This design comes from an exercise in tuning for small area, a short achievable clock period and few clock cycles per item on the open sky130 flow, not from production work.
Only simulation tests tie the RTL to the original design; equivalence was not proved.
Power is estimated from default activity; no workload was simulated.

==> flow/design.v <==
`timescale 1ns / 1ps
module msdap (
	input         clk,
	input         rst_n,
	input         in_valid,
	output        in_ready,
	input  [15:0] in_l,
	input  [15:0] in_r,
	input         flush,
	output        out_valid,
	output [39:0] out_l,
	output [39:0] out_r
);
localparam LT = 4;             
localparam LP = 7 - LT;        
localparam T  = 1 << LT;
localparam PH_RJ = 2'd0;
localparam PH_H  = 2'd1;
localparam PH_X  = 2'd2;
reg  [1:0]  phase;
reg  [6:0]  widx;        
reg  [6:0]  cnt;         
reg  [6:0]  pc;          
reg  [6:0]  p_cur;       
reg  [7:0]  xcount;      
reg  [31:0] hold;        
reg         ready;
reg         rj_wr, h_wr, x_wr;
reg  [6:0]  c_wr;
reg  [LT-1:0] x_wa;
reg         actA, actB, actC, actD, actE;
reg  [LT-1:0] kB, kC, kD;
reg         out_v;
wire flushing = flush && (phase == PH_X);
assign in_ready = ready;
wire accept   = in_valid && ready && !flushing;
wire x_acc    = accept && (phase == PH_X);
wire aligned  = (cnt[LT-1:0] == {LT{1'b0}});
wire [LT-1:0] kA = cnt[LT-1:0] - 1'b1;
wire [6:0] pA1    = aligned ? pc : p_cur;
wire [7:0] xc_inc = (xcount == 8'd128) ? xcount : xcount + 8'd1;
wire [7:0] cA1    = aligned ? xc_inc : xcount;
reg  [1:0] phase_n;
reg  [6:0] widx_n;
wire [6:0] pc_n  = pc + {6'd0, x_acc};
wire [6:0] cnt_n = cnt + 7'd1;
always @(*)
begin
	phase_n = phase;
	widx_n  = widx;
	if (accept && (phase != PH_X))
	begin
		widx_n = widx + 7'd1;
		if (phase == PH_RJ && widx == 7'd15)
		begin
			widx_n  = 7'd0;
			phase_n = PH_H;
		end
		if (phase == PH_H && widx == 7'd127)
			phase_n = PH_X;
	end
end
wire ready_n = (phase_n == PH_RJ) || ((phase_n == PH_H) && (cnt_n == widx_n)) ||
               ((phase_n == PH_X) && (cnt_n == {pc_n[LP-1:0], {LT{1'b0}}}));
always @(posedge clk)
begin
	hold  <= {in_r, in_l};
	c_wr  <= widx;
	x_wa  <= pc[6:LP];
	rj_wr <= 1'b0;
	h_wr  <= 1'b0;
	x_wr  <= 1'b0;
	kB    <= kA;
	kC    <= kB;
	kD    <= kC;
	cnt   <= cnt_n;
	if (!rst_n)
	begin
		phase  <= PH_RJ;
		widx   <= 7'd0;
		cnt    <= 7'd112;
		ready  <= 1'b1;
		pc     <= 7'd0;
		xcount <= 8'd0;
		actA   <= 1'b0;
		actB   <= 1'b0;
		actC   <= 1'b0;
		actD   <= 1'b0;
		actE   <= 1'b0;
		out_v  <= 1'b0;
	end
	else
	begin
		rj_wr <= accept && (phase == PH_RJ);
		h_wr  <= accept && (phase == PH_H);
		x_wr  <= x_acc;
		phase <= phase_n;
		widx  <= widx_n;
		ready <= ready_n;
		pc    <= pc_n;
		if (x_acc)
		begin
			p_cur  <= pc;
			xcount <= xc_inc;
		end
		if (flushing)
			xcount <= 8'd0;
		actA  <= !flushing && (x_acc || (actA && !aligned));
		actB  <= !flushing && actA;
		actC  <= !flushing && actB;
		actD  <= !flushing && actC;
		actE  <= !flushing && actD && (kD == T-1);
		out_v <= !flushing && actE;
	end
end
assign out_valid = out_v;
msdap_channel chL (.clk(clk), .rst_n(rst_n), .rj_wr(rj_wr), .h_wr(h_wr), .x_wr(x_wr),
	.c_wr(c_wr), .x_wa(x_wa), .din(hold[15:0]), .pA1(pA1), .cA1(cA1), .kA(kA),
	.kD(kD), .endD(actD && (kD == T-1)), .endE(actE), .y(out_l));
msdap_channel chR (.clk(clk), .rst_n(rst_n), .rj_wr(rj_wr), .h_wr(h_wr), .x_wr(x_wr),
	.c_wr(c_wr), .x_wa(x_wa), .din(hold[31:16]), .pA1(pA1), .cA1(cA1), .kA(kA),
	.kD(kD), .endD(actD && (kD == T-1)), .endE(actE), .y(out_r));
endmodule
module msdap_channel (
	input             clk,
	input             rst_n,
	input             rj_wr,
	input             h_wr,
	input             x_wr,
	input      [6:0]  c_wr,
	input      [3:0]  x_wa,
	input      [15:0] din,
	input      [6:0]  pA1,
	input      [7:0]  cA1,
	input      [3:0]  kA,
	input      [3:0]  kD,
	input             endD,
	input             endE,
	output reg [39:0] y
);
localparam LT = 4;
localparam LP = 7 - LT;
localparam T  = 1 << LT;
localparam P  = 1 << LP;
reg [7:0]   rsum;
reg [7:0]   nneg;        
reg [127:0] bnd;         
always @(posedge clk)
begin
	if (!rst_n)
		rsum <= 8'd0;
	else if (rj_wr)
	begin
		rsum <= rsum + din[7:0];
		bnd  <= {rsum + din[7:0], bnd[127:8]};
	end
end
wire [14:0] th;
genvar j;
generate
	for (j = 0; j < 15; j = j + 1)
	begin : g_th
		assign th[j] = ({1'b0, c_wr} >= bnd[8*j +: 8]);
	end
endgenerate
wire       g3 = th[7];
wire       g2 = g3 ? th[11] : th[3];
wire       g1 = th[{g3, g2, 2'b01}];
wire       g0 = th[{g3, g2, g1, 1'b0}];
wire       used = ({1'b0, c_wr} < bnd[127:120]);
wire       neg  = used && din[8];
wire [12:0] cword = {used, g3, g2, g1, g0, neg, din[6:0]};
always @(posedge clk)
begin
	if (!rst_n)
		nneg <= 8'd0;
	else if (h_wr && neg)
		nneg <= nneg + 8'd1;
end
reg  [128*13-1:0] cr;
wire [128*13-1:0] cr_rot = {cr[12:0], cr[128*13-1:13]};
always @(posedge clk)
begin
	cr <= cr_rot;
	if (h_wr)
		cr[126*13 +: 13] <= cword;
end
reg  [128*16-1:0] xr;
wire [128*16-1:0] xr_rot = {xr[15:0], xr[128*16-1:16]};
integer a;
always @(posedge clk)
begin
	xr <= xr_rot;
	for (a = 0; a < T; a = a + 1)
		if (x_wr && x_wa == a)
			xr[(126-a)*16 +: 16] <= din;
end
wire [P*40-1:0] terms;
genvar i;
generate
	for (i = 0; i < P; i = i + 1)
	begin : g_tap
		wire [12:0] cw1 = cr[((T*i + 128) % 128)*13 +: 13];
		wire [6:0]  q1  = pA1 - cw1[6:0];
		reg  [LT-1:0] qhA;
		reg         okA;
		always @(posedge clk)
		begin
			qhA <= q1[6:LP];
			okA <= cw1[12] && ({1'b0, cw1[6:0]} < cA1);
		end
		wire [12:0] cw  = cr[((T*i + 127) % 128)*13 +: 13];
		reg  [6:0]  posB;
		reg         okB;
		reg         sB;
		reg  [3:0]  gB;
		always @(posedge clk)
		begin
			posB <= ~({cw[LP-1:0], qhA} + {4'd0, kA} + 7'd1);
			okB  <= okA;
			sB   <= cw[7];
			gB   <= cw[11:8];
		end
		wire [15:0] xv = xr[posB*16 +: 16];
		reg [15:0] xC;
		reg        sC;
		reg [3:0]  gC;
		always @(posedge clk)
		begin
			xC <= (xv & {16{okB}}) ^ {16{sB}};
			sC <= sB;
			gC <= gB;
		end
		wire [45:0] ext = {{15{xC[15]}}, xC, {15{sC}}};
		wire [45:0] sh  = ext >> (4'd15 - gC);
		assign terms[i*40 +: 40] = {9'd0, ~sh[30], sh[29:0]};
	end
endgenerate
wire [39:0] u0 = terms[39:0];
wire [39:0] u1 = terms[79:40];
wire [39:0] u2 = terms[119:80];
wire [39:0] u3 = terms[159:120];
wire [39:0] u4 = terms[199:160];
wire [39:0] u5 = terms[239:200];
wire [39:0] u6 = terms[279:240];
wire [39:0] u7 = terms[319:280];
wire [39:0] cc_s0 = u0 ^ u1 ^ u2;
wire [39:0] cc_m0 = (u0 & u1) | (u0 & u2) | (u1 & u2);
wire [39:0] cc_c0 = {cc_m0[38:0], 1'b0};
wire [39:0] cc_s1 = u3 ^ u4 ^ u5;
wire [39:0] cc_m1 = (u3 & u4) | (u3 & u5) | (u4 & u5);
wire [39:0] cc_c1 = {cc_m1[38:0], 1'b0};
wire [39:0] cc_s2 = cc_s0 ^ cc_c0 ^ cc_s1;
wire [39:0] cc_m2 = (cc_s0 & cc_c0) | (cc_s0 & cc_s1) | (cc_c0 & cc_s1);
wire [39:0] cc_c2 = {cc_m2[38:0], 1'b0};
wire [39:0] cc_s3 = cc_c1 ^ u6 ^ u7;
wire [39:0] cc_m3 = (cc_c1 & u6) | (cc_c1 & u7) | (u6 & u7);
wire [39:0] cc_c3 = {cc_m3[38:0], 1'b0};
reg  [39:0] vD0;
reg  [39:0] vD1;
reg  [39:0] vD2;
reg  [39:0] vD3;
always @(posedge clk)
begin
	vD0 <= cc_s2;
	vD1 <= cc_c2;
	vD2 <= cc_s3;
	vD3 <= cc_c3;
end
reg  [39:0] acc_s, acc_c;
wire        first = (kD == 0);
wire [39:0] acc_s0 = first ? {8'hE0, 24'd0, nneg} : acc_s;
wire [39:0] acc_c0 = first ? 40'd0 : acc_c;
wire [39:0] dd_s0 = vD0 ^ vD1 ^ vD2;
wire [39:0] dd_m0 = (vD0 & vD1) | (vD0 & vD2) | (vD1 & vD2);
wire [39:0] dd_c0 = {dd_m0[38:0], 1'b0};
wire [39:0] dd_s1 = vD3 ^ acc_s0 ^ acc_c0;
wire [39:0] dd_m1 = (vD3 & acc_s0) | (vD3 & acc_c0) | (acc_s0 & acc_c0);
wire [39:0] dd_c1 = {dd_m1[38:0], 1'b0};
wire [39:0] dd_s2 = dd_s0 ^ dd_c0 ^ dd_s1;
wire [39:0] dd_m2 = (dd_s0 & dd_c0) | (dd_s0 & dd_s1) | (dd_c0 & dd_s1);
wire [39:0] dd_c2 = {dd_m2[38:0], 1'b0};
wire [39:0] dd_s3 = dd_s2 ^ dd_c2 ^ dd_c1;
wire [39:0] dd_m3 = (dd_s2 & dd_c2) | (dd_s2 & dd_c1) | (dd_c2 & dd_c1);
wire [39:0] dd_c3 = {dd_m3[38:0], 1'b0};
reg  [39:0] yE_s, yE_c;
always @(posedge clk)
begin
	acc_s <= dd_s3;
	acc_c <= dd_c3;
	if (endD)
	begin
		yE_s <= dd_s3;
		yE_c <= dd_c3;
	end
end
always @(posedge clk)
	if (endE)
		y <= yE_s + yE_c;
endmodule
==> flow/run.sh <==
#!/bin/bash
# synth_recipe.tcl (not shown) runs the flow's synth.tcl, then flattens the netlist and writes it again
# the make line also repeats each setting of config.mk as NAME=value (left out here)
make -C /OpenROAD-flow-scripts/flow DESIGN_CONFIG=/design/flow/config.mk WORK_HOME=/design/flow/orfs CLKGATE_MAP_FILE= SYNTH_SCRIPT=/design/flow/synth_recipe.tcl finish
==> flow/config.mk <==
export PLATFORM = sky130hd
export DESIGN_NAME = msdap
export DESIGN_NICKNAME = msdap
export VERILOG_FILES = /design/flow/design.v
export SDC_FILE = /design/flow/constraint.sdc
export NUM_CORES = 4
export LEC_CHECK = 0
export CAP_MARGIN = 20
export CORE_MARGIN = 2
export CORE_UTILIZATION = 40
export PLACE_DENSITY = 0.5
export SLEW_MARGIN = 20
==> flow/constraint.sdc <==
create_clock -name core_clock -period 10.0 [get_ports {clk}]
set_input_delay 2.0000 -clock core_clock [delete_from_list [all_inputs] [get_ports {clk}]]
set_output_delay 2.0000 -clock core_clock [all_outputs]
set_load 0.01 [all_outputs]
==> impl_results.md, run 1 <==
* R2R cell count at 8
* Area Growth Syn to Fin at 11.21%
* Worst R2R Setup Slack at 5020 ps
* Area after DPL at 0.5134 mm2
* Hold Path End: chR.cr[1472]$_DFF_P_
* Worst setup SP type: register
* Gp weighted congestion at between 0.9 and 1
* Crit-path max FO at 53
* Cells after synthesis at 29.55k
* Minimum clock period at between 4000 and 5000 ps
* Tcrit/Tclk final at roughly 50%
* DRC errors left at 0
* # fillers at around 110k
* # Post-CTS Setup Buffers at 0
* Post-synth ARST share at 0%
* Clk buf depth at 6
* Root buffer cell: clkbuf_16
* Pwr Density at 177.8 mW/mm2
* Global-route wire length before repair at around 2700000 um
* Routed wire per std cell at slightly above 40 um
* Dpl hpwl at around 1200000 um
* WL final at roughly 1900000 um
* Final Cell Area at ~0.55 mm2
* Final Slew Violations at 0
* Initial antenna violation count at around 190
* CP endpoint kind: register
* R2R Path Start: chR.g_tap[1].posB[1]$_DFF_P_
* Clk_skew at approximately 98 ps
* Final TNS setup at 0 ps
* Layout cells sized above 1 at 48.72%
* CTS buffer count at 1115
* Endpoints failing setup at 0
* Placeable Area at about 1.2 mm2
* Initial DRT Pass Iterations at 6
* Cell leakage power at slightly below 0.2 uW
* RSZ-0062 raised after global routing: no
* Routed Antenna Nets at 0
* Min-delay src: chR.cr[1485]$_DFF_P_
* Routed vias at ~320k
* Mapped cell area at 0.4950 mm2
* Status: timing/DRC/antenna clean
* Avg Vias per Cell at between 6 and 7
* Total clock sinks at approximately 8.9k
* Fin. Hold Viols at 0
* FP Rows at 408
* Slew @ Worst Pin at 1314 ps
* Cts-stage hold buffer count at 0
* Yosys warnings at 2
* Nets at 29.87k
* Initial Util at between 40% and 50%
* Total die area at about 1.2 mm2
* FF-to-FF End: chR.g_tap[1].xC[13]$_DFF_P_
* Worst EP arrival at between 6000 and 7000 ps
* Gr usage total at 30.23%
* Vias in the first global route at between 300k and 400k
* Worst Hold Class: reg -> reg
* Slew headroom at 12.28%
* Max-cap check violation count at 0
* H-tree levels at 7
* PostCTS Resize Cnt at 0
* Post-synth cell types at 68
* Clock slew at reported path FFs at 60 ps
* Ports at roughly 120
* Max Clock Freq at approximately 200 MHz
* Largest net degree at the start of global routing at around 120
* Max rail drop VDD at 0.2298 mV
* Die Wd at 1116 um
* IO buf count at 117
* Clock latency (worst-skew pair) at around 1300 ps
* Grt total ovfl at 0
* Main flop type after synthesis: dfxtp_1
* Hold depth at 0
* Initial drt markers at between 40k and 50k
* Post-synthesis sequential area ratio at between 30% and 40%
* Syn nets at between 30k and 40k
* Most frequent cells in the layout: 10.77k x mux4_2, 8277 x dfxtp_1, 1159 x clkbuf_16, 904 x mux2_2, 731 x inv_1
* CP Class: reg -> reg
* Most common cell after layout, fill and taps aside: mux4_2
* CTS tree: built
* Number of synthesized flops with an enable pin at 499
* Syn_area_per_cell at 16.76 um2
* Die Ht at around 1100 um
* Number of synthesized register bits at 8943
* Crit path required time at ~11000 ps
-- layer usage --
layer,vias up,GRT usage (%),routed length (um)
li1,122300,-,-
met1,169900,41.05,736200
met2,21990,42.35,811000
met3,4354,12.86,262100
met4,132,12.92,94440
met5,-,0.09527,868
-- worst max-delay path: stages (launching register included) --
cell and delay, ps:
dfxtp_4 920, buf_4 790, buf_4 900, mux4_2 440
mux4_2 520, mux4_2 480, mux2_2 350, nand2_1 100
xnor2_1 70
-- cell type report --
cell class | count | area (um2) | area share [%]
Clock inverter | 340 | 4004 | 0.7273
Timing Repair Buffer | 890 | 8961 | 1.628
Clock buffer | 1553 | 32410 | 5.887
Inverter | 753 | 2826 | 0.5134
Multi-Input combinational cell | 17020 | 296600 | 53.88
Sequential cell | 8943 | 184500 | 33.52
Antenna cell | 252 | 630.6 | 0.1145
Tap cell | 16400 | 20520 | 3.727
-- power breakdown --
| group | switching, uW | total [uW] | internal, uW |
|---|---|---|---|
| sequential | 1630 | 38200 | 36500 |
| clock | 16100 | 40700 | 24600 |
| combinational | 12300 | 19000 | 6680 |
| total | 30100 | 97900 | 67800 |
-- flip-flops by register name, indices dropped and copies added, names as in the netlist, 38 cells and up --
signal / count
chL.acc_s: 40
chR.yE_c: 38
chL.bnd: 128
chL.acc_c: 38
chL.cr: 1622
chL.y: 40
chR.g_tap.xC: 128
chR.g_tap.posB: 56
chR.yE_s: 40
chR.xr: 2048
chL.g_tap.xC: 128
chR.y: 40
chR.acc_s: 40
chR.bnd: 128
chL.g_tap.posB: 56
chR.acc_c: 38
chL.xr: 2048
chL.yE_c: 38
chL.yE_s: 40
chR.cr: 1622
-- stage by stage --
stage	total power (uW)	worst slack (ps)	std cells	hold WS (ps)	util [%]
2_1_floorplan	49630	970.4	29550	309.6	-
3_3_place_gp	57620	4434	44000	309.5	41.60
3_5_place_dp	57680	4604	44010	312.1	41.61
4_1_cts	98340	5067	45900	249.3	44.56
5_1_grt	100500	4873	46050	258.5	44.60
6_report	97870	5017	46150	260.7	44.62
-- cells by family after synthesis --
family / Yosys count / synth area share (%)
AO/OA/AOI/OAI: 1492 / 1.825
XOR/XNOR: 493 / 0.8722
adder cells (fa/ha/maj): 1111 / 3.584
buffers and inverters: 3581 / 2.967
flip-flops: 8943 / 37.17
multiplexers: 12120 / 51.96
AND/OR/NAND/NOR: 1805 / 1.616
-- worst max-delay path by stage --
stage,from,cells past startpoint,to
after CTS,chR.g_tap[0].posB[0]$_DFF_P_,8,chR.g_tap[0].xC[11]$_DFF_P_
final,chR.g_tap[1].posB[1]$_DFF_P_,8,chR.g_tap[1].xC[13]$_DFF_P_
after floorplan,rst_n,3,chL.bnd[0]$_DFFE_PP_
after detailed placement,in_valid,10,ready$_SDFF_PN1_
after global routing,chR.g_tap[5].posB[0]$_DFF_P_,8,chR.g_tap[5].xC[13]$_DFF_P_
after global placement,in_valid,10,ready$_SDFF_PN1_
-- cell usage after synthesis, types with 14 or more instances --
master,count,area share [%]
nand3_1,71,0.072
nand2b_1,85,0.11
buf_6,23,0.052
a31o_2,14,0.025
mux2_2,904,2.1
nor3_1,94,0.095
buf_1,363,0.28
nor2b_1,91,0.12
and3_1,29,0.037
inv_1,733,0.56
clkbuf_1,1601,1.2
a21o_1,160,0.24
ha_1,599,1.5
o21a_1,158,0.24
mux2i_1,444,0.90
o31a_1,39,0.069
a211oi_1,26,0.039
buf_2,833,0.84
fa_1,512,2.1
xnor2_1,410,0.73
o211ai_1,57,0.086
xor2_1,83,0.15
dfxtp_1,8444,34
o21bai_1,24,0.036
a21oi_1,498,0.50
clkinv_1,19,0.014
o31ai_1,21,0.032
nor2_1,535,0.41
nand2_1,715,0.54
a31oi_1,45,0.057
o21ai_0,381,0.39
a21boi_0,20,0.030
mux4_2,10770,49
edfxtp_1,499,3.0
and2_1,141,0.18
Testbench counts, summed over its fixed seeds: cycles 16,560, samples 960.
==> run 2: changes to the inputs <==
--- a/flow/design.v
+++ b/flow/design.v
@@ -25,2 +25,3 @@
 reg  [7:0]  xcount;      
+reg  [7:0]  xcp1;        
 reg  [31:0] hold;        
@@ -39,5 +40,4 @@
 wire [LT-1:0] kA = cnt[LT-1:0] - 1'b1;
-wire [6:0] pA1    = aligned ? pc : p_cur;
-wire [7:0] xc_inc = (xcount == 8'd128) ? xcount : xcount + 8'd1;
-wire [7:0] cA1    = aligned ? xc_inc : xcount;
+reg  [6:0] pA1;         
+reg  [7:0] cA1;         
 reg  [1:0] phase_n;
@@ -62,2 +62,6 @@
 end
+wire       aligned_n = (cnt_n[LT-1:0] == {LT{1'b0}});
+wire [6:0] p_cur_n   = x_acc ? pc : p_cur;
+wire [7:0] xcount_n  = flushing ? 8'd0 : x_acc ? xcp1 : xcount;
+wire [7:0] xcp1_n    = flushing ? 8'd1 : (x_acc && xcp1 != 8'd128) ? xcp1 + 8'd1 : xcp1;
 wire ready_n = (phase_n == PH_RJ) || ((phase_n == PH_H) && (cnt_n == widx_n)) ||
@@ -84,2 +88,5 @@
 		xcount <= 8'd0;
+		xcp1   <= 8'd1;
+		pA1    <= 7'd0;
+		cA1    <= 8'd1;
 		actA   <= 1'b0;
@@ -100,2 +107,4 @@
 		pc    <= pc_n;
+		pA1   <= aligned_n ? pc_n : p_cur_n;
+		cA1   <= aligned_n ? xcp1_n : xcount_n;
 		if (x_acc)
@@ -103,6 +112,11 @@
 			p_cur  <= pc;
-			xcount <= xc_inc;
+			xcount <= xcp1;
+			if (xcp1 != 8'd128)
+				xcp1 <= xcp1 + 8'd1;
 		end
 		if (flushing)
+		begin
 			xcount <= 8'd0;
+			xcp1   <= 8'd1;
+		end
 		actA  <= !flushing && (x_acc || (actA && !aligned));
@@ -212,3 +226,4 @@
 		wire [12:0] cw  = cr[((T*i + 127) % 128)*13 +: 13];
-		reg  [6:0]  posB;
+		reg  [6:2]  posB;
+		reg  [7:0]  posBq;
 		reg         okB;
@@ -216,10 +231,22 @@
 		reg  [3:0]  gB;
+		wire [6:0]  posA = ~({cw[LP-1:0], qhA} + {4'd0, kA} + 7'd1);
 		always @(posedge clk)
 		begin
-			posB <= ~({cw[LP-1:0], qhA} + {4'd0, kA} + 7'd1);
-			okB  <= okA;
-			sB   <= cw[7];
-			gB   <= cw[11:8];
+			posB  <= posA[6:2];
+			posBq <= {posA[1:0] ^ 2'd3, posA[1:0] ^ 2'd2, posA[1:0] ^ 2'd1, posA[1:0]};
+			okB   <= okA;
+			sB    <= cw[7];
+			gB    <= cw[11:8];
+		end
+		wire [15:0] xv;
+		genvar q, e;
+		for (q = 0; q < 4; q = q + 1)
+		begin : g_q
+			wire [128*4-1:0] xq;
+			for (e = 0; e < 128; e = e + 1)
+			begin : g_e
+				assign xq[e*4 +: 4] = xr[(e ^ q)*16 + 4*q +: 4];
+			end
+			assign xv[4*q +: 4] = xq[{posB, posBq[2*q +: 2]}*4 +: 4];
 		end
-		wire [15:0] xv = xr[posB*16 +: 16];
 		reg [15:0] xC;
--- a/flow/config.mk
+++ b/flow/config.mk
@@ -9,4 +9,4 @@
 export CORE_MARGIN = 2
-export CORE_UTILIZATION = 40
-export PLACE_DENSITY = 0.5
+export CORE_UTILIZATION = 35
+export PLACE_DENSITY = 0.38
 export SLEW_MARGIN = 20
==> impl_results.md, run 2 <==
* Minimum clock period at 5036 ps (+53.40 ps)
* Pre-CTS WS at 4164 ps (-439.9 ps)
* PostCTS Resize Cnt at 0 (unchanged)
* Reg area at 0.1857 mm2 (+0.65%)
* H-tree levels at 7 (unchanged)
* Number of synthesized flops with an enable pin at 499 (unchanged)
* WL final at 2094000 um (+10%)
* Final WS setup at 4964 ps (-53.40 ps)
* Syn_area_per_cell at 16.75 um2 (about the same)
* Status: timing/DRC/antenna clean
* R2R cell count at 8 (unchanged)
* DRC errors left at 0 (unchanged)
* Hold Path End: chL.cr[335]$_DFF_P_
* Grt total ovfl at 0 (unchanged)
* Min-delay src: chL.cr[348]$_DFF_P_
* Die Wd at 1196 um (+7.1%)
* Worst EP arrival at 6140 ps (+60 ps)
* Post-synth cell types at 66 (-2.9%)
* Cts-stage hold buffer count at 0 (unchanged)
* Largest family of logic cells by synthesized area: multiplexers
* Root buffer cell: clkbuf_16
* CP endpoint kind: register
* Ports at 118 (unchanged)
* Die Ht at 1196 um (+7.1%)
* Worst setup SP type: register
* CTS tree: built
* Most common cell on crit path: mux4_2
* Mapped cell area at 0.4973 mm2 (+0.46%)
* Final Slew Violations at 0 (unchanged)
* Most frequent cell after synthesis: mux4_2
* Routed vias at 317.2k (-0.46%)
* Top delay family on crit path: multiplexers
* Gr usage total at 28.82% (-1.4 points)
* Commonest cells in the netlist: 10.76k x mux4_2, 8499 x dfxtp_1, 1391 x clkbuf_1, 901 x mux2_2, 738 x inv_1
* Max rail drop VDD at 0.2535 mV (+10%)
* Endpoints failing setup at 0 (unchanged)
* Area of the multi-input gates at 0.2968 mm2 (about the same)
* Most frequent cells in the layout: 10.76k x mux4_2, 8296 x dfxtp_1, 1209 x clkbuf_16, 901 x mux2_2, 735 x inv_1
* Clk buf depth at 6 (unchanged)
* Final Cell Area at 0.5562 mm2 (+1.0%)
* Initial Util at 35.12% (-5.0 points)
* Vias in the first global route at 320.4k (+1.8%)
* Slew @ Worst Pin at 1364 ps (+49.85 ps)
* Gp weighted congestion at 0.8530 (-7.5%)
* Worst Hold Class: reg -> reg
* Largest net degree at the start of global routing at 135 (+15%)
* Critical path buffers and inverters at 2 (unchanged)
* Pwr Density at 204.3 mW/mm2 (+15%)
* Number of synthesized register bits at 8998 (+0.62%)
* Cells after synthesis at 29.70k (+0.51%)
* Syn nets at 30.84k (+0.49%)
* Max Clock Freq at 198.6 MHz (-1.1%)
* Max-cap check violation count at 0 (unchanged)
* Post-synth ARST share at 0% (unchanged)
* Worst path slowest cell: dfxtp_4
* Simple-gate share of the synthesized area at 1.742% (+0.13 points)
* Compound-Gate Fraction of Synth Area at 1.795% (-0.030 points)
* Placeable Area at 1.416 mm2 (+15%)
* Slew headroom at 9.081% (-3.2 points)
* Total die area at 1.430 mm2 (+15%)
* Synth top area cells: mux4_2 49%, dfxtp_1 34%, edfxtp_1 3.0%
* # Post-CTS Setup Buffers at 0 (unchanged)
* CP max stage delay at 890 ps (-30 ps)
* Avg Vias per Cell at 6.512 (-5.7%)
* FP Rows at 437 (+7.1%)
* Total clock sinks at 8998 (+0.62%)
* Yosys warnings at 2 (unchanged)
* Main flop type after synthesis: dfxtp_1
* R2R Path Start: chL.g_tap[4].posBq[4]$_DFF_P_
* Area after DPL at 0.5173 mm2 (+0.76%)
* Synth Area in XOR/XNOR at 0.8542% (-0.018 points)
* IO buf count at 117 (unchanged)
* Largest registers in the final layout: chL.xr: 2048 flops, chR.xr: 2048 flops
* Worst-path cell chain: buf_4 > buf_4 > mux4_2 > mux4_2 > mux4_2 > mux2_2 > nand2_1 > xnor2_1
* Initial DRT Pass Iterations at 6 (unchanged)
* Fin. Hold Viols at 0 (unchanged)
* FF-to-FF End: chL.g_tap[4].xC[9]$_DFF_P_
* Clk_skew at 102.0 ps (+4.435 ps)
* Initial antenna violation count at 204 (+5.2%)
* Clock slew at reported path FFs at 60 ps (about the same)
* Routed wire per std cell at 42.99 um (+4.2%)
* Cell leakage power at 0.1918 uW (-0.48%)
* Clock latency (worst-skew pair) at 1320 ps (about the same)
* Hold depth at 0 (unchanged)
* Post-synthesis sequential area ratio at 37.23% (+0.052 points)
* Routed Antenna Nets at 0 (unchanged)
* Area Growth Syn to Fin at 11.84%
* Synth top area share at 48.75% (-0.26 points)
* Worst R2R Setup Slack at 4960 ps (-50 ps)
* Post-synthesis mux area share at 51.69% (-0.27 points)
* Final TNS setup at 0 ps (unchanged)
* Synth Area in Adders at 3.566% (-0.019 points)
* Crit-path max FO at 35 (-34%)
* # fillers at 128.1k (+21%)
* CTS buffer count at 1175 (+5.4%)
* Most common cell after layout, fill and taps aside: mux4_2
* Initial drt markers at 35.80k (-12%)
* CP Class: reg -> reg
* Nets at 30.03k (+0.53%)
* Crit path required time at 11110 ps (+20 ps)
* Tcrit/Tclk final at 50.36% (+0.53 points)
* Dpl hpwl at 1353000 um (+10%)
* Layout cells sized above 1 at 48.55% (-0.17 points)
* RSZ-0062 raised after global routing: no
* Yosys top cell by area: mux4_2
* Global-route wire length before repair at 2870000 um (+8.2%)
[run 2: cell types whose count changed after synthesis, sizes merged, moves of 10 or more]
cell	change
a21o	+25
a21oi	+24
buf	+222
clkbuf	-210
dfxtp	+55
nand2b	+68
nand3	+19
nor2	-32
nor2b	+37
o211ai	+10
o21a	-59
xnor2	-11
[run 2: kinds of logic after synthesis]
| logic type | after synthesis |
|---|---|
| AO/OA/AOI/OAI | 1485 |
| XOR/XNOR | 485 |
| adder cells (fa/ha/maj) | 1110 |
| buffers and inverters | 3600 |
| flip-flops | 8998 |
| multiplexers | 12110 |
| AND/OR/NAND/NOR | 1905 |
[run 2: power by group]
group | internal [uW] | leakage, uW | switching (uW)
clock network | 26000 | 0.0189 | 16900
logic | 10800 | 0.0997 | 20000
registers | 37100 | 0.0732 | 2970
total | 73800 | 0.192 | 39800
[run 2: layout make-up]
class / count / area share (%)
diodes: 125 / 0.05624
well taps: 18880 / 4.247
multi-input cells: 17100 / 53.37
clock inverters: 367 / 0.8051
inverters: 760 / 0.5131
flip-flops and latches: 8998 / 33.40
clock buffers: 1641 / 6.116
repair buffers: 851 / 1.499
[run 2: worst max path at each step]
stage	startpoint	to	slack, ps	cells past startpoint
floorplan	rst_n	chL.bnd[0]$_DFFE_PP_	740	4
global placement	flush	ready$_SDFF_PN1_	3960	11
detailed placement	flush	ready$_SDFF_PN1_	4160	11
CTS	chR.g_tap[0].posBq[6]$_DFF_P_	chR.g_tap[0].xC[5]$_DFF_P_	4880	8
global route	chL.g_tap[4].posBq[4]$_DFF_P_	chL.g_tap[4].xC[9]$_DFF_P_	4700	8
finish	chL.g_tap[4].posBq[4]$_DFF_P_	chL.g_tap[4].xC[9]$_DFF_P_	4960	8
[run 2: routing by layer]
metal	GRT usage [%]	wire length, um
met1	40.90	895800
met4	8.588	70580
met3	10.33	225300
met2	41.38	901700
met5	0	1006
[run 2: stage by stage]
stage / utilization [%] / hold WS, ps / total power, uW / std cells
2_1_floorplan: - / 309.6 / 57920 / 29700
6_report: 39.27 / 248.6 / 113600 / 48720
4_1_cts: 39.25 / 232.9 / 114800 / 48590
3_3_place_gp: 36.52 / 309.5 / 71610 / 46580
5_1_grt: 39.25 / 242.9 / 117100 / 48600
3_5_place_dp: 36.53 / 312.0 / 71620 / 46580
Testbench counts of run 2, summed over its fixed seeds: cycles 16,560, samples 960.
==> run 3: changes to the inputs <==
--- a/flow/design.v
+++ b/flow/design.v
@@ -13,3 +13,3 @@
 );
-localparam LT = 4;             
+localparam LT = 5;             
 localparam LP = 7 - LT;        
@@ -144,3 +144,3 @@
 	input      [6:0]  c_wr,
-	input      [3:0]  x_wa,
+	input      [4:0]  x_wa,
 	input      [15:0] din,
@@ -148,4 +148,4 @@
 	input      [7:0]  cA1,
-	input      [3:0]  kA,
-	input      [3:0]  kD,
+	input      [4:0]  kA,
+	input      [4:0]  kD,
 	input             endD,
@@ -154,3 +154,3 @@
 );
-localparam LT = 4;
+localparam LT = 5;
 localparam LP = 7 - LT;
@@ -269,6 +269,2 @@
 wire [39:0] u3 = terms[159:120];
-wire [39:0] u4 = terms[199:160];
-wire [39:0] u5 = terms[239:200];
-wire [39:0] u6 = terms[279:240];
-wire [39:0] u7 = terms[319:280];
 wire [39:0] cc_s0 = u0 ^ u1 ^ u2;
@@ -276,21 +272,11 @@
 wire [39:0] cc_c0 = {cc_m0[38:0], 1'b0};
-wire [39:0] cc_s1 = u3 ^ u4 ^ u5;
-wire [39:0] cc_m1 = (u3 & u4) | (u3 & u5) | (u4 & u5);
+wire [39:0] cc_s1 = cc_s0 ^ cc_c0 ^ u3;
+wire [39:0] cc_m1 = (cc_s0 & cc_c0) | (cc_s0 & u3) | (cc_c0 & u3);
 wire [39:0] cc_c1 = {cc_m1[38:0], 1'b0};
-wire [39:0] cc_s2 = cc_s0 ^ cc_c0 ^ cc_s1;
-wire [39:0] cc_m2 = (cc_s0 & cc_c0) | (cc_s0 & cc_s1) | (cc_c0 & cc_s1);
-wire [39:0] cc_c2 = {cc_m2[38:0], 1'b0};
-wire [39:0] cc_s3 = cc_c1 ^ u6 ^ u7;
-wire [39:0] cc_m3 = (cc_c1 & u6) | (cc_c1 & u7) | (u6 & u7);
-wire [39:0] cc_c3 = {cc_m3[38:0], 1'b0};
 reg  [39:0] vD0;
 reg  [39:0] vD1;
-reg  [39:0] vD2;
-reg  [39:0] vD3;
 always @(posedge clk)
 begin
-	vD0 <= cc_s2;
-	vD1 <= cc_c2;
-	vD2 <= cc_s3;
-	vD3 <= cc_c3;
+	vD0 <= cc_s1;
+	vD1 <= cc_c1;
 end
@@ -300,14 +286,8 @@
 wire [39:0] acc_c0 = first ? 40'd0 : acc_c;
-wire [39:0] dd_s0 = vD0 ^ vD1 ^ vD2;
-wire [39:0] dd_m0 = (vD0 & vD1) | (vD0 & vD2) | (vD1 & vD2);
+wire [39:0] dd_s0 = vD0 ^ vD1 ^ acc_s0;
+wire [39:0] dd_m0 = (vD0 & vD1) | (vD0 & acc_s0) | (vD1 & acc_s0);
 wire [39:0] dd_c0 = {dd_m0[38:0], 1'b0};
-wire [39:0] dd_s1 = vD3 ^ acc_s0 ^ acc_c0;
-wire [39:0] dd_m1 = (vD3 & acc_s0) | (vD3 & acc_c0) | (acc_s0 & acc_c0);
+wire [39:0] dd_s1 = dd_s0 ^ dd_c0 ^ acc_c0;
+wire [39:0] dd_m1 = (dd_s0 & dd_c0) | (dd_s0 & acc_c0) | (dd_c0 & acc_c0);
 wire [39:0] dd_c1 = {dd_m1[38:0], 1'b0};
-wire [39:0] dd_s2 = dd_s0 ^ dd_c0 ^ dd_s1;
-wire [39:0] dd_m2 = (dd_s0 & dd_c0) | (dd_s0 & dd_s1) | (dd_c0 & dd_s1);
-wire [39:0] dd_c2 = {dd_m2[38:0], 1'b0};
-wire [39:0] dd_s3 = dd_s2 ^ dd_c2 ^ dd_c1;
-wire [39:0] dd_m3 = (dd_s2 & dd_c2) | (dd_s2 & dd_c1) | (dd_c2 & dd_c1);
-wire [39:0] dd_c3 = {dd_m3[38:0], 1'b0};
 reg  [39:0] yE_s, yE_c;
@@ -315,8 +295,8 @@
 begin
-	acc_s <= dd_s3;
-	acc_c <= dd_c3;
+	acc_s <= dd_s1;
+	acc_c <= dd_c1;
 	if (endD)
 	begin
-		yE_s <= dd_s3;
-		yE_c <= dd_c3;
+		yE_s <= dd_s1;
+		yE_c <= dd_c1;
 	end
--- a/flow/config.mk
+++ b/flow/config.mk
@@ -9,4 +9,4 @@
 export CORE_MARGIN = 2
-export CORE_UTILIZATION = 35
-export PLACE_DENSITY = 0.38
+export CORE_UTILIZATION = 40
+export PLACE_DENSITY = 0.5
 export SLEW_MARGIN = 20
==> impl_results.md, run 3 <==
* Post-synth cell types at 65 (-1.5%)
* Syn_area_per_cell at 16.74 um2 (about the same)
* CTS tree: built
* Most frequent cells in the layout: 8047 x dfxtp_1, 5384 x mux4_2, 1225 x mux2_2, 900 x clkbuf_16, 499 x edfxtp_1
* Fin. Hold Viols at 0 (unchanged)
* Worst R2R Setup Slack at 5340 ps (+380 ps)
* Mapped cell area at 0.3501 mm2 (-30%)
* Hold Path End: chR.cr[1158]$_DFF_P_
* Largest net degree at the start of global routing at 127 (-5.9%)
* Routed wire per std cell at 31.31 um (-27%)
* Synth top area share at 46.53% (-2.2 points)
* DRC errors left at 0 (unchanged)
* Yosys warnings at 2 (unchanged)
* Post-synth ARST share at 0% (unchanged)
* Worst-path cell chain: buf_4 > buf_4 > mux4_2 > mux4_2 > mux4_2 > mux2_2 > nand2_1 > xnor2_1
* Die Ht at 939.5 um (-21%)
* Slew @ Worst Pin at 1257 ps (-106.6 ps)
* Initial drt markers at 15.26k (-57%)
* Min-delay src: chR.cr[1171]$_DFF_P_
* RSZ-0062 raised after global routing: no
* R2R cell count at 8 (unchanged)
* Initial Util at 40.12% (+5.0 points)
* CP Class: reg -> reg
* Clk_skew at 145.5 ps (+43.55 ps)
* Clock latency (worst-skew pair) at 1220 ps (-100 ps)
* Grt total ovfl at 0 (unchanged)
* Number of synthesized flops with an enable pin at 499 (unchanged)
* Vias in the first global route at 200.2k (-38%)
* R2R Path Start: chL.g_tap[2].posBq[6]$_DFF_P_
* Worst path slowest cell: dfxtp_4
* PostCTS Resize Cnt at 0 (unchanged)
* Dpl hpwl at 639000 um (-53%)
* Final Slew Violations at 0 (unchanged)
* Commonest cells in the netlist: 8137 x dfxtp_1, 5384 x mux4_2, 1225 x mux2_2, 869 x clkbuf_1, 499 x edfxtp_1
* H-tree levels at 6 (-1)
* Root buffer cell: clkbuf_16
* Clock slew at reported path FFs at 60 ps (about the same)
* Avg Vias per Cell at 5.853 (-10%)
* Tcrit/Tclk final at 46.61% (-3.8 points)
* IO buf count at 117 (unchanged)
* Max Clock Freq at 214.6 MHz (+8.1%)
* Clk buf depth at 4 (-2)
* Routed Antenna Nets at 0 (unchanged)
* Total clock sinks at 8636 (-4.0%)
* Final Util at 45.21% (+5.9 points)
* Cell leakage power at 0.1440 uW (-25%)
* Initial DRT Pass Iterations at 8 (+2)
* Largest registers in the final layout: chL.xr: 2048 flops, chR.xr: 2048 flops
* Number of synthesized register bits at 8636 (-4.0%)
* Max-cap check violation count at 0 (unchanged)
* Crit path required time at 10970 ps (-140 ps)
* CTS buffer count at 880 (-25%)
* Endpoints failing setup at 0 (unchanged)
* Final TNS setup at 0 ps (unchanged)
* Ports at 118 (unchanged)
* Routed vias at 193.5k (-39%)
* Most frequent cell after synthesis: dfxtp_1
* Crit-path max FO at 38 (+8.6%)
* Total die area at 0.8827 mm2 (-38%)
* Global-route wire length before repair at 1500000 um (-48%)
* Gp weighted congestion at 0.8322 (-2.4%)
* Worst Hold Class: reg -> reg
* Pwr Density at 218.0 mW/mm2 (+6.7%)
* CP endpoint kind: register
* Main flop type after synthesis: dfxtp_1
* CP max stage delay at 810 ps (-80 ps)
* Cells after synthesis at 20.91k (-30%)
* Synth top area cells: dfxtp_1 47%, mux4_2 35%, edfxtp_1 4.3%
* Syn nets at 21.67k (-30%)
* Hold depth at 0 (unchanged)
* FF-to-FF End: chL.g_tap[2].xC[4]$_DFF_P_
* Worst EP arrival at 5630 ps (-510 ps)
* Most common cell after layout, fill and taps aside: dfxtp_1
* Most common cell on crit path: mux4_2
* Area Growth Syn to Fin at 12.67%
* Die Wd at 939.5 um (-21%)
* Cts-stage hold buffer count at 0 (unchanged)
* Gr usage total at 23.14% (-5.7 points)
* Status: timing/DRC/antenna clean
* Minimum clock period at 4661 ps (-375.3 ps)
* Layout cells sized above 1 at 40.14% (-8.4 points)
* Nets at 21.43k (-29%)
* Post-synthesis sequential area ratio at 50.81% (+14 points)
* WL final at 1035000 um (-51%)
* Yosys top cell by area: dfxtp_1
* Max rail drop VDD at 0.2063 mV (-19%)
* FP Rows at 343 (-22%)
* Initial antenna violation count at 75 (-63%)
* Placeable Area at 0.8725 mm2 (-38%)
* Worst setup SP type: register
* Slew headroom at 16.19% (+7.1 points)
* # Post-CTS Setup Buffers at 0 (unchanged)
run 3: cells by family after synthesis:
| family | count (synthesis) | synth area share [%] |
|---|---|---|
| AOI/OAI and AO/OA | 1019 | 1.782 |
| xor gates and xnor gates | 320 | 0.8006 |
| adders and majority gates | 725 | 3.144 |
| buffers and inverters | 2088 | 2.524 |
| DFF | 8636 | 50.81 |
| muxes | 6835 | 39.22 |
| and+or+nand+nor | 1289 | 1.713 |
run 3: how the worst max path moves through the flow:
stage	from	to	cells after the start
2_1_floorplan	rst_n	chL.bnd[0]$_DFFE_PP_	3
3_3_place_gp	rst_n	chL.bnd[5]$_DFFE_PP_	5
3_5_place_dp	rst_n	chL.bnd[1]$_DFFE_PP_	5
4_1_cts	chL.g_tap[0].posBq[4]$_DFF_P_	chL.g_tap[0].xC[9]$_DFF_P_	8
5_1_grt	chL.g_tap[2].posBq[6]$_DFF_P_	chL.g_tap[2].xC[4]$_DFF_P_	8
6_report	chL.g_tap[2].posBq[6]$_DFF_P_	chL.g_tap[2].xC[4]$_DFF_P_	8
run 3: metrics by stage:
| step | setup slack (ps) | area [um2] | hold slack (ps) | cells | power, uW |
|---|---|---|---|---|---|
| after CTS | 5202 | 394300 | 268.5 | 33000 | 87000 |
| after detailed placement | 4640 | 362700 | 312.1 | 31350 | 51960 |
| final | 5339 | 394400 | 270.8 | 33050 | 86000 |
| after floorplan | 1022 | 350100 | 309.6 | 20910 | 46190 |
| after global routing | 5004 | 394400 | 270.6 | 33030 | 88820 |
| after global placement | 4624 | 362700 | 309.5 | 31340 | 52000 |
run 3: layer usage:
layer	track usage [%]	routed length [um]
met1	31.92	441900
met2	36.90	485000
met3	3.960	62480
met4	8.636	45210
met5	0	158
run 3: worst max-delay path: cells and delay by family, from the launching register on:
family,cells,cell delay (ps)
xor gates and xnor gates,1,70
buffers and inverters,2,1540
DFF,1,810
muxes,4,1880
and+or+nand+nor,1,100
run 3: power breakdown:
part	total, uW	switching (uW)	internal, uW
logic	14100	8730	5340
registers	36900	1730	35200
clock network	35000	14500	20500
run 3: area by class of cell:
class                           instances  area, um2
Fill cell                           75200     478000
Antenna cell                           54      135.1
Sequential cell                      8636     178200
Clock inverter                        435       6095
Timing Repair Buffer                  475       4601
Clock buffer                         1220      25500
Multi-Input combinational cell      10190     163700
Inverter                              489       1836
Tap cell                            11560      14460
Testbench counts of run 3, summed over its fixed seeds: cycles 31,920, samples 960.
==> run 4: changes to the inputs <==
--- a/flow/design.v
+++ b/flow/design.v
@@ -25,3 +25,2 @@
 reg  [7:0]  xcount;      
-reg  [7:0]  xcp1;        
 reg  [31:0] hold;        
@@ -40,4 +39,5 @@
 wire [LT-1:0] kA = cnt[LT-1:0] - 1'b1;
-reg  [6:0] pA1;         
-reg  [7:0] cA1;         
+wire [6:0] pA1    = aligned ? pc : p_cur;
+wire [7:0] xc_inc = (xcount == 8'd128) ? xcount : xcount + 8'd1;
+wire [7:0] cA1    = aligned ? xc_inc : xcount;
 reg  [1:0] phase_n;
@@ -62,6 +62,2 @@
 end
-wire       aligned_n = (cnt_n[LT-1:0] == {LT{1'b0}});
-wire [6:0] p_cur_n   = x_acc ? pc : p_cur;
-wire [7:0] xcount_n  = flushing ? 8'd0 : x_acc ? xcp1 : xcount;
-wire [7:0] xcp1_n    = flushing ? 8'd1 : (x_acc && xcp1 != 8'd128) ? xcp1 + 8'd1 : xcp1;
 wire ready_n = (phase_n == PH_RJ) || ((phase_n == PH_H) && (cnt_n == widx_n)) ||
@@ -88,5 +84,2 @@
 		xcount <= 8'd0;
-		xcp1   <= 8'd1;
-		pA1    <= 7'd0;
-		cA1    <= 8'd1;
 		actA   <= 1'b0;
@@ -107,4 +100,2 @@
 		pc    <= pc_n;
-		pA1   <= aligned_n ? pc_n : p_cur_n;
-		cA1   <= aligned_n ? xcp1_n : xcount_n;
 		if (x_acc)
@@ -112,11 +103,6 @@
 			p_cur  <= pc;
-			xcount <= xcp1;
-			if (xcp1 != 8'd128)
-				xcp1 <= xcp1 + 8'd1;
+			xcount <= xc_inc;
 		end
 		if (flushing)
-		begin
 			xcount <= 8'd0;
-			xcp1   <= 8'd1;
-		end
 		actA  <= !flushing && (x_acc || (actA && !aligned));
@@ -226,4 +212,3 @@
 		wire [12:0] cw  = cr[((T*i + 127) % 128)*13 +: 13];
-		reg  [6:2]  posB;
-		reg  [7:0]  posBq;
+		reg  [6:0]  posB;
 		reg         okB;
@@ -231,22 +216,10 @@
 		reg  [3:0]  gB;
-		wire [6:0]  posA = ~({cw[LP-1:0], qhA} + {4'd0, kA} + 7'd1);
 		always @(posedge clk)
 		begin
-			posB  <= posA[6:2];
-			posBq <= {posA[1:0] ^ 2'd3, posA[1:0] ^ 2'd2, posA[1:0] ^ 2'd1, posA[1:0]};
-			okB   <= okA;
-			sB    <= cw[7];
-			gB    <= cw[11:8];
-		end
-		wire [15:0] xv;
-		genvar q, e;
-		for (q = 0; q < 4; q = q + 1)
-		begin : g_q
-			wire [128*4-1:0] xq;
-			for (e = 0; e < 128; e = e + 1)
-			begin : g_e
-				assign xq[e*4 +: 4] = xr[(e ^ q)*16 + 4*q +: 4];
-			end
-			assign xv[4*q +: 4] = xq[{posB, posBq[2*q +: 2]}*4 +: 4];
-		end
+			posB <= ~({cw[LP-1:0], qhA} + {4'd0, kA} + 7'd1);
+			okB  <= okA;
+			sB   <= cw[7];
+			gB   <= cw[11:8];
+		end
+		wire [15:0] xv = xr[posB*16 +: 16];
 		reg [15:0] xC;
==> impl_results.md, run 4 <==
* Status: timing/DRC/antenna clean
* Max Clock Freq at 204.1 MHz (-4.9%)
* Cell leakage power at 0.1439 uW (about the same)
* CP Class: reg -> reg
* Total die area at 0.8789 mm2 (-0.43%)
* H-tree levels at 6 (unchanged)
* Mapped cell area at 0.3486 mm2 (-0.43%)
* Gp weighted congestion at 0.8591 (+3.2%)
* Minimum clock period at 4898 ps (+237.7 ps)
* Final WS setup at 5102 ps (-237.7 ps)
* Number of synthesized flops with an enable pin at 499 (unchanged)
* CTS buffer count at 892 (+1.4%)
* Post-synth ARST share at 0% (unchanged)
* Initial drt markers at 15.85k (+3.9%)
* Number of synthesized register bits at 8597 (-0.45%)
* Worst setup SP type: register
* Most common cell after layout, fill and taps aside: dfxtp_1
* Most common cell on crit path: mux4_2
* Max rail drop VDD at 0.1899 mV (-7.9%)
* Cts-stage hold buffer count at 0 (unchanged)
* PostCTS Resize Cnt at 0 (unchanged)
* Initial Util at 40.17% (+0.044 points)
* Endpoints failing setup at 0 (unchanged)
* Ports at 118 (unchanged)
* Placed cell count at 31.18k (-0.52%)
* Clk_skew at 129.6 ps (-15.98 ps)
* FP Rows at 342 (-0.29%)
* Fin. Hold Viols at 0 (unchanged)
* Clk buf depth at 4 (unchanged)
* Dpl hpwl at 637600 um (-0.23%)
* Cells after synthesis at 20.77k (-0.67%)
* # Post-CTS Setup Buffers at 0 (unchanged)
* Hold depth at 0 (unchanged)
* Worst R2R Setup Slack at 5100 ps (-240 ps)
* Post-synthesis sequential area ratio at 50.81% (about the same)
* Yosys warnings at 2 (unchanged)
* Worst Hold Class: reg -> reg
* Metal1 wirelength at 441700 um (about the same)
* Final TNS setup at 0 ps (unchanged)
* Top layer in use: met5
* Final Slew Violations at 0 (unchanged)
* # fillers at 74.56k (-0.85%)
* Met2 wire len at 478500 um (-1.3%)
* Initial DRT Pass Iterations at 8 (unchanged)
* RSZ-0062 raised after global routing: no
* Clock slew at reported path FFs at 60 ps (about the same)
* Cell Count, Final, Fillers Out at 32.88k (-0.52%)
* Worst EP arrival at 5890 ps (+260 ps)
* CP endpoint kind: register
* Grt total ovfl at 0 (unchanged)
* Total clock sinks at 8597 (-0.45%)
* Routed Antenna Nets at 0 (unchanged)
* Slew @ Worst Pin at 1140 ps (-116.8 ps)
* Min-delay src: chL.cr[1539]$_DFF_P_
* Most frequent cells in the layout: 8016 x dfxtp_1, 5382 x mux4_2, 1219 x mux2_2, 912 x clkbuf_16, 499 x edfxtp_1
* DRC errors left at 0 (unchanged)
* Post-synth cell types at 71 (+9.2%)
* Root buffer cell: clkbuf_16
* Vias in the first global route at 197.6k (-1.3%)
* Area Growth Syn to Fin at 12.82%
* FF-to-FF End: chL.g_tap[2].xC[7]$_DFF_P_
* Die Ht at 937.5 um (-0.21%)
* Syn nets at 21.53k (-0.65%)
* Nets at 21.31k (-0.55%)
* Max-cap check violation count at 0 (unchanged)
* Largest net degree at the start of global routing at 131 (+3.1%)
* Worst-path cell chain: buf_12 > buf_4 > mux4_2 > mux4_2 > mux4_2 > mux2_2 > nand2_1 > xnor2_1
* Placeable Area at 0.8678 mm2 (-0.54%)
* Initial antenna violation count at 56 (-25%)
* Yosys top cell by area: dfxtp_1
* Slew headroom at 23.17% (+7.0 points)
* Avg Vias per Cell at 5.823 (-0.52%)
* Commonest cells in the netlist: 8098 x dfxtp_1, 5382 x mux4_2, 1219 x mux2_2, 1002 x clkbuf_1, 499 x edfxtp_1
* CTS tree: built
* Pre-CTS WS at 4556 ps (-83.93 ps)
* Area after DPL at 0.3617 mm2 (-0.29%)
* Routed vias at 191.5k (-1.0%)
* Hold Path End: chL.cr[1526]$_DFF_P_
* R2R cell count at 8 (unchanged)
* IO buf count at 117 (unchanged)
* Clock latency (worst-skew pair) at 1220 ps (about the same)
* Pwr Density at 206.2 mW/mm2 (-5.4%)
* Tcrit/Tclk final at 48.98% (+2.4 points)
* R2R Path Start: chL.g_tap[2].posB[0]$_DFF_P_
* Layout cells sized above 1 at 40.30% (+0.16 points)
* WL final at 1027000 um (-0.80%)
* Largest registers in the final layout: chL.xr: 2048 flops, chR.xr: 2048 flops
* Synth top area cells: dfxtp_1 47%, mux4_2 35%, edfxtp_1 4.3%
* Worst path slowest cell: dfxtp_4
* Gr usage total at 23.15% (about the same)
* Crit-path max FO at 75 (+97%)
* Synth top area share at 46.51% (about the same)
* Global-route wire length before repair at 1484000 um (-1.1%)
* Routed length on met3 at 58110 um (-7.0%)
* Most frequent cell after synthesis: dfxtp_1
* Hold WS at 250.9 ps (-19.94 ps)
* Die Wd at 937.5 um (-0.21%)
* Main flop type after synthesis: dfxtp_1
* Syn_area_per_cell at 16.78 um2 (+0.24%)
* Routed wire per std cell at 31.22 um (-0.27%)
* Final Cell Area at 0.3933 mm2 (-0.30%)
* Crit path required time at 10990 ps (+20 ps)
* CP max stage delay at 890 ps (+80 ps)
==> run 4: cell count changes after synthesis, moves of 32 or more <==
| cell | delta |
|---|---|
| clkbuf_1 | +133 |
| buf_1 | -114 |
| buf_2 | +80 |
| buf_4 | -77 |
| nand2_1 | -55 |
| dfxtp_1 | -39 |
| a211oi_1 | -37 |
| inv_1 | -32 |
==> run 4: metrics by stage <==
step	total power, uW	util [%]
2_1_floorplan	42900	-
3_3_place_gp	47040	41.68
3_5_place_dp	47040	41.68
4_1_cts	82100	45.30
5_1_grt	83850	45.31
6_report	81100	45.32
==> run 4: cell families (layout without fill, tap and decap cells) <==
family,count (synthesis),after routing,synth area share (%)
buf+inv,2052,2599,2.388
other cells,0,38,0
fa+ha+maj,725,725,3.158
simple gates,1209,1209,1.610
xor+xnor,319,319,0.8015
flops,8597,8597,50.81
compound gates,1027,1027,1.829
mux,6843,6843,39.41
==> run 4: final cells by class <==
class	instances	area, um2	area share, %
diodes	38	95.09	0.02418
repair buffers	483	4840	1.231
clock buffers	1255	25870	6.578
inverters	456	1712	0.4352
multi-input cells	10120	163400	41.55
clock inverters	405	5593	1.422
flip-flops and latches	8597	177300	45.09
well taps	11520	14420	3.666
==> run 4: worst max-delay path: cells and delay by family, from the launching register on <==
family	cells	cell delay, ps
muxes	4	2060
buffers and inverters	2	1210
DFF	1	890
and+or+nand+nor	1	80
xor gates and xnor gates	1	70
==> run 4: worst max path at each step <==
| stage | from | to | slack, ps | cells after the start |
|---|---|---|---|---|
| after floorplan | rst_n | chL.bnd[0]$_DFFE_PP_ | 1250 | 2 |
| after global placement | in_valid | ready$_SDFF_PN1_ | 4480 | 10 |
| final | chL.g_tap[2].posB[0]$_DFF_P_ | chL.g_tap[2].xC[7]$_DFF_P_ | 5100 | 8 |
| after CTS | chL.g_tap[2].posB[0]$_DFF_P_ | chL.g_tap[2].xC[7]$_DFF_P_ | 5030 | 8 |
| after global routing | chL.g_tap[2].posB[0]$_DFF_P_ | chL.g_tap[2].xC[7]$_DFF_P_ | 4840 | 8 |
| after detailed placement | in_valid | ready$_SDFF_PN1_ | 4560 | 10 |
==> run 4: power breakdown <==
part / total (uW) / switching, uW / internal (uW) / leakage (uW)
logic: 9930 / 6180 / 3750 / 0.0586
registers: 36200 / 995 / 35200 / 0.0699
clock network: 35000 / 14300 / 20600 / 0.0154
total: 81100 / 21500 / 59600 / 0.144
==> run 4: metal layers <==
| metal | up-vias | track usage [%] |
|---|---|---|
| li1 | 81570 | - |
| met1 | 102100 | 31.95 |
| met2 | 6031 | 36.79 |
| met3 | 1695 | 3.744 |
| met4 | 8 | 9.169 |
| met5 | - | 0 |
Testbench counts of run 4, summed over its fixed seeds: cycles 31,920, samples 960.

-- what the ideal ports hide --
In the flow no input, the clock included, has a driving cell. The finished layouts below were timed again as built, in two steps. Step 1 (the two cells are an assumption about what drives the block):
set clk [get_ports {clk}]
set_driving_cell -lib_cell sky130_fd_sc_hd__clkbuf_16 $clk
set_driving_cell -lib_cell sky130_fd_sc_hd__buf_2 [delete_from_list [all_inputs] $clk]
Step 2, shift: input delay + t, output delay - t, t = (earliest + latest rising clock arrival at the registers) / 2. This alone moves slack from input paths to output paths. Slacks: no drivers / after step 1 / after step 2; pairs: no drivers / after step 1.
| run | t (ns) | slack for setup (ns) | worst setup path at the end | clock arrival spread, ns |
|---|---|---|---|---|
| run 1 | 1.438 | 5.017 / 5.017 / 4.915 | input to register | 0.111 / 0.111 |
| run 2 | 1.438 | 4.964 / 4.964 / 4.146 | input to register | 0.110 / 0.110 |
| run 3 | 1.290 | 5.339 / 5.339 / 4.652 | input to register | 0.153 / 0.153 |
| run 4 | 1.298 | 5.102 / 5.102 / 4.752 | input to register | 0.140 / 0.140 |
After both steps setup and hold are still met in every run listed. The setup slack of run 2, which loses most, moves by 0.000 ns with the drivers and by -0.818 ns with both steps.
